Source: an optimization exercise on an open RTL-to-GDS flow (aim: small area, a short achievable clock period and few clock cycles). Production flows keep margins and buffers that such runs may drop.

==> flow/design.v <==
module divider (
    input div_clk, reset,
    input div,
    input div_signed,
    input [31:0] x, y,
    input use_mod,
    output [31:0] div_result,
    output div_ok
);
    localparam IDLE = 2'd0, NORM = 2'd1, ITER = 2'd2, DONE = 2'd3;
    reg  [1:0]  state;
    reg         done;
    reg  [32:0] V;       
    reg  [32:0] D;       
    reg  [31:0] A;       
    reg  [4:0]  cnt;
    reg         xneg, qneg, mod, sub;
    assign div_ok     = done;
    assign div_result = mod ? V[31:0] : A;
    wire        sx = div_signed & x[31];
    wire        sy = div_signed & y[31];
    wire [5:0]  xz_in, yz_in;
    wire        xall0, yall0;
    lzc32 lzx (.a(x ^ {32{sx}}), .z(xz_in), .all0(xall0));
    lzc32 lzy (.a(y ^ {32{sy}}), .z(yz_in), .all0(yall0));
    wire        xp_in = sx & ~|(~x[31:1] & x[30:0]);
    wire        yp_in = sy & ~|(~y[31:1] & y[30:0]);
    reg  [5:0]  xz, yz;
    reg         xp, yp;
    wire [6:0]  dd = {1'b0, yz} + {1'b1, ~xz} + {6'd0, xp} + {6'd0, ~yp};
    wire        trivial = dd[6] | (yz[5] & ~yp);    
    wire [32:0] Dsh = D << dd[4:0];
    wire [33:0] Tc = {V, 1'b1} + {D, sub};
    wire [32:0] T = Tc[33:1];
    wire [32:0] zs = (V ^ D) ^ {(V[31:0] | D[31:0]), 1'b0};
    wire        Z  = sub ? (V == ~D) : ~|zs;
    wire        acc = xneg ? (T[32] | Z) : ~T[32];
    always @(posedge div_clk) begin
        if (reset) begin
            state <= IDLE;
            done  <= 1'b0;
        end else begin
            case (state)
                IDLE: if (div) state <= NORM;
                NORM: if (trivial) begin
                          state <= DONE;
                          done  <= 1'b1;
                      end else
                          state <= ITER;
                ITER: if (cnt == 5'd0) begin
                          state <= DONE;
                          done  <= 1'b1;
                      end
                DONE: begin
                          state <= IDLE;
                          done  <= 1'b0;
                      end
            endcase
        end
    end
    always @(posedge div_clk) begin
        case (state)
            IDLE: begin
                V    <= {div_signed & x[31], x};
                D    <= {div_signed & y[31], y};
                xneg <= div_signed & x[31];
                qneg <= div_signed & (x[31] ^ y[31]);
                sub  <= ~(div_signed & (x[31] ^ y[31]));
                mod  <= use_mod;
                xz   <= xz_in;
                yz   <= yz_in;
                xp   <= xp_in;
                yp   <= yp_in;
            end
            NORM: begin
                if (qneg & acc) V <= T;
                qneg <= qneg & acc;
                A    <= {32{qneg & acc}};
                D   <= Dsh ^ {33{sub}};
                cnt <= dd[4:0];
            end
            ITER: begin
                if (acc) V <= T;
                D <= {D[32], D[32:1]};
                A <= {A[30:0], acc ^ qneg};
                cnt <= cnt - 5'd1;
            end
            default: ;
        endcase
    end
endmodule
module lzc32 (
    input  [31:0] a,
    output [5:0]  z,
    output        all0
);
    wire [15:0] v1; wire [15:0] c1;           
    wire [7:0]  v2; wire [15:0] c2;           
    wire [3:0]  v3; wire [11:0] c3;           
    wire [1:0]  v4; wire [7:0]  c4;           
    genvar i;
    generate
        for (i = 0; i < 16; i = i + 1) begin : g1
            assign v1[i] = a[2*i+1] | a[2*i];
            assign c1[i] = ~a[2*i+1];
        end
        for (i = 0; i < 8; i = i + 1) begin : g2
            assign v2[i] = v1[2*i+1] | v1[2*i];
            assign c2[2*i+1:2*i] = v1[2*i+1] ? {1'b0, c1[2*i+1]} : {1'b1, c1[2*i]};
        end
        for (i = 0; i < 4; i = i + 1) begin : g3
            assign v3[i] = v2[2*i+1] | v2[2*i];
            assign c3[3*i+2:3*i] = v2[2*i+1] ? {1'b0, c2[4*i+3:4*i+2]} : {1'b1, c2[4*i+1:4*i]};
        end
        for (i = 0; i < 2; i = i + 1) begin : g4
            assign v4[i] = v3[2*i+1] | v3[2*i];
            assign c4[4*i+3:4*i] = v3[2*i+1] ? {1'b0, c3[6*i+5:6*i+3]} : {1'b1, c3[6*i+2:6*i]};
        end
    endgenerate
    assign all0 = ~(v4[1] | v4[0]);
    assign z = all0 ? 6'd32 : (v4[1] ? {2'b00, c4[7:4]} : {2'b01, c4[3:0]});
endmodule
make LEC_CHECK=0 CAP_MARGIN=20 CORE_MARGIN=2 CORE_UTILIZATION=40 SETUP_SLACK_MARGIN=4.5 SLEW_MARGIN=20 finish   # period 8.0 ns
run.sh (not shown) runs the stock make flow with config.mk's settings and CLKGATE_MAP_FILE= SYNTH_SCRIPT=/design/flow/synth_recipe.tcl, a recipe that flattens the netlist after the stock synthesis.
The starting point finished with timing, DRC and antenna clean.
Next try:
- SETUP_SLACK_MARGIN: 4.5 -> 5
=>
- wire length rose by 9.2%
- area after synthesis stays the same
- die area stays the same
- cell count rose by 5.0%
- setup slack is better by 13 ps
Function was not checked in any run of this note: the RTL went through the layout flow alone.

==> what the ideal ports hide <==
Ports are ideal in the flow. The routed layouts listed here were re-timed in OpenROAD.
Step 1 sets driving cells, clkbuf_16 on the clock port and buf_2 on the other inputs (assumed; they add their load-dependent delay and slew).
Step 2 moves the port delays by t, midway between the first and last clock arrival at a register: inputs arrive t later, outputs are due t later. That takes back most of the time a late clock gives input paths.
Three values: ideal, step 1, step 2; two values: the first two.
run	shift t [ns]	setup slack, ns	hold WS [ns]	clock arrival spread, ns	worst register clock-pin slew, ns
the first run	0.486	4.131 / 4.131 / 4.131	0.507 / 0.507 / 0.507	0.014 / 0.014	0.07 / 0.07
the second run	0.484	4.145 / 4.145 / 4.145	0.544 / 0.544 / 0.544	0.017 / 0.017	0.07 / 0.07
After both steps setup and hold are still met in every run listed.
